What follows belongs to an exercise in optimizing a design on an open flow for small area, a short achievable clock period and few clock cycles; a production flow would make more cautious choices. At most, simulation tests tie the RTL to the original design; equivalence was not proved.

## Cfu
module Cfu (
  input               cmd_valid,
  output              cmd_ready,
  input      [9:0]    cmd_payload_function_id,
  input      [31:0]   cmd_payload_inputs_0,
  input      [31:0]   cmd_payload_inputs_1,
  output              rsp_valid,
  input               rsp_ready,
  output     [31:0]   rsp_payload_outputs_0,
  input               reset,
  input               clk
);
wire [2:0] opcode = cmd_payload_function_id[2:0];
wire ld_upper = opcode[1] & ~opcode[0];
reg         mode;
reg  [31:0] acc;
reg  [10:0] ups;       
reg         pending;   
reg         nib;       
wire hold = cmd_valid && opcode == 3'd2 && !mode && !nib;
wire go   = cmd_valid && !hold;
wire op0  = go && opcode == 3'd0;
wire op1  = go && opcode == 3'd1;
wire op2  = go && opcode == 3'd2;
wire op3  = go && opcode == 3'd3;
wire use_sum = op3 && !reset;
wire clr     = op1 || reset;
wire [10:0] psum;
Bitblade bitblade (
  .sel8(~mode & ~nib),
  .op3(use_sum),
  .in_a(cmd_payload_inputs_0),
  .in_b(cmd_payload_inputs_1),
  .acc(acc),
  .ldu(ld_upper),
  .p_g(ups & {11{mode & ~ld_upper}}),
  .acc_m(acc & {32{~clr}}),
  .psum(psum),
  .rsp(rsp_payload_outputs_0)
);
assign cmd_ready = !hold;
assign rsp_valid = go | pending;
always @(posedge clk)
  acc <= rsp_payload_outputs_0;
always @(posedge clk) begin
  if (reset) begin
    mode    <= 1'b0;
    ups     <= 11'd0;
    pending <= 1'b0;
    nib     <= 1'b0;
  end else begin
    if (op0) mode <= cmd_payload_function_id[3];
    if (op2) ups <= psum;
    pending <= rsp_valid & ~rsp_ready;
    nib <= hold;
  end
  ...
Size: ~1200 cells after synthesis, roughly 46 flip-flops, roughly 110 I/O pins, roughly 11000 µm² of cells after synthesis.
==> module Cfu, before the edit <==
module Cfu (
  input               cmd_valid,
  output              cmd_ready,
  input      [9:0]    cmd_payload_function_id,
  input      [31:0]   cmd_payload_inputs_0,
  input      [31:0]   cmd_payload_inputs_1,
  output              rsp_valid,
  input               rsp_ready,
  output     [31:0]   rsp_payload_outputs_0,
  input               reset,
  input               clk
);
wire [2:0] opcode = cmd_payload_function_id[2:0];
wire ld_upper = opcode[1] & ~opcode[0];
reg         mode;
reg  [31:0] acc;
reg  [10:0] ups;       
reg         pending;   
reg         nib;       
wire hold = cmd_valid && opcode == 3'd2 && !mode && !nib;
wire go   = cmd_valid && !hold;
wire op0  = go && opcode == 3'd0;
wire op1  = go && opcode == 3'd1;
wire op2  = go && opcode == 3'd2;
wire op3  = go && opcode == 3'd3;
wire use_sum = op3 && !reset;
wire clr     = op1 || reset;
wire [10:0] psum;
Bitblade bitblade (
  .sel8(~mode & ~nib),
  .op3(use_sum),
  .in_a(cmd_payload_inputs_0),
  .in_b(cmd_payload_inputs_1),
  .acc(acc),
  .ldu(ld_upper),
  .p_g(ups & {11{mode & ~ld_upper}}),
  .acc_m(acc & {32{~clr}}),
  .psum(psum),
  .rsp(rsp_payload_outputs_0)
);
assign cmd_ready = !hold;
assign rsp_valid = go | pending;
always @(posedge clk)
  acc <= rsp_payload_outputs_0;
always @(posedge clk) begin
  if (reset) begin
    mode    <= 1'b0;
    ups     <= 11'd0;
    pending <= 1'b0;
    nib     <= 1'b0;
  end else begin
    if (op0) mode <= cmd_payload_function_id[3];
    if (op2) ups <= psum;
    pending <= rsp_valid & ~rsp_ready;
    nib <= hold;
  end
end
endmodule
export LEC_CHECK = 0
export CAP_MARGIN = 20
export CORE_MARGIN = 2
export CORE_UTILIZATION = 40
export SETUP_SLACK_MARGIN = 1.5
export SLEW_MARGIN = 20
export SYNTH_HIERARCHICAL = 1
export SYNTH_MINIMUM_KEEP_SIZE = 0
create_clock -name core_clock -period 13.5 [get_ports {clk}]
standard.sh (not shown) runs the stock make flow with config.mk's settings and CLKGATE_MAP_FILE= SYNTH_SCRIPT=/design/flow/synth_recipe.tcl, a recipe that flattens the netlist after the stock synthesis.
==> flow/flow/run.sh <==
#!/bin/bash
# Standard layout, with the port buffers made from sky130_fd_sc_hd__buf_2 cells instead of
# the delay cells the flow picks by default.  make's output goes to
# standard.log; each tool's own log is under orfs/logs/.
set -euo pipefail
export BUFFER_PORTS_ARGS="-buffer_cell sky130_fd_sc_hd__buf_2"
bash standard.sh > standard.log 2>&1
The first run passed the timing, DRC and antenna checks.
Rerun with:
--- a/flow/design.v
+++ b/flow/design.v
@@ -1999,39 +1999,37 @@
 wire hold = cmd_valid && opcode == 3'd2 && !mode && !nib;
 wire go   = cmd_valid && !hold;
 wire op0  = go && opcode == 3'd0;
 wire op1  = go && opcode == 3'd1;
 wire op2  = go && opcode == 3'd2;
 wire op3  = go && opcode == 3'd3;
-wire use_sum = op3 && !reset;
-wire clr     = op1 || reset;
 wire [10:0] psum;
 Bitblade bitblade (
   .sel8(~mode & ~nib),
-  .op3(use_sum),
+  .op3(op3),
   .in_a(cmd_payload_inputs_0),
   .in_b(cmd_payload_inputs_1),
   .acc(acc),
   .ldu(ld_upper),
   .p_g(ups & {11{mode & ~ld_upper}}),
-  .acc_m(acc & {32{~clr}}),
+  .acc_m(acc & {32{~op1}}),
   .psum(psum),
   .rsp(rsp_payload_outputs_0)
 );
 assign cmd_ready = !hold;
 assign rsp_valid = go | pending;
-always @(posedge clk)
-  acc <= rsp_payload_outputs_0;
 always @(posedge clk) begin
   if (reset) begin
     mode    <= 1'b0;
+    acc     <= 32'd0;
     ups     <= 11'd0;
     pending <= 1'b0;
     nib     <= 1'b0;
   end else begin
     if (op0) mode <= cmd_payload_function_id[3];
+    acc <= rsp_payload_outputs_0;
     if (op2) ups <= psum;
     pending <= rsp_valid & ~rsp_ready;
     nib <= hold;
   end
 end
 endmodule
Effect: Non-clock buffer count shrinks by 1; final cell count goes up by 2.3%; final area goes up by 1.4%; worst setup slack barely changes; worst hold slack is worse by 0.012 ns; via count goes up by 1.7%; die area is higher by 2.0%.
Testbench counts after the change, summed over its fixed seeds: cycles 2,112.
Only the layout flow was run in the first run of this note; the RTL was not checked for function there.

[re-timing with driven ports]
In the flow no input, the clock included, has a driving cell. The finished layouts below were timed again as built, in two steps.
Step 1 sets driving cells, clkbuf_16 on the clock port and buf_2 on the other inputs (assumed; they add their load-dependent delay and slew).
Step 2 adds t to the input delays and takes it off the output delays; t is the mean of the earliest and latest rising clock arrival at the registers after step 1. Input paths then give back, and output paths get back, about the clock's delay inside the block.
a / b / c = ideal / step 1 / step 2; a / b = the first two.
run	shift t [ns]	setup slack, ns	worst register clock-pin slew, ns	worst data-port slew with drivers (ns)
the first run	0.328	1.985 / 1.964 / 1.964	0.07 / 0.07	0.05
the second run	0.330	1.985 / 1.966 / 1.966	0.07 / 0.07	0.04
After both steps every run listed still meets setup and hold. The setup slack of the first run, which loses most, moves by -0.021 ns with the drivers and by -0.021 ns with both steps.
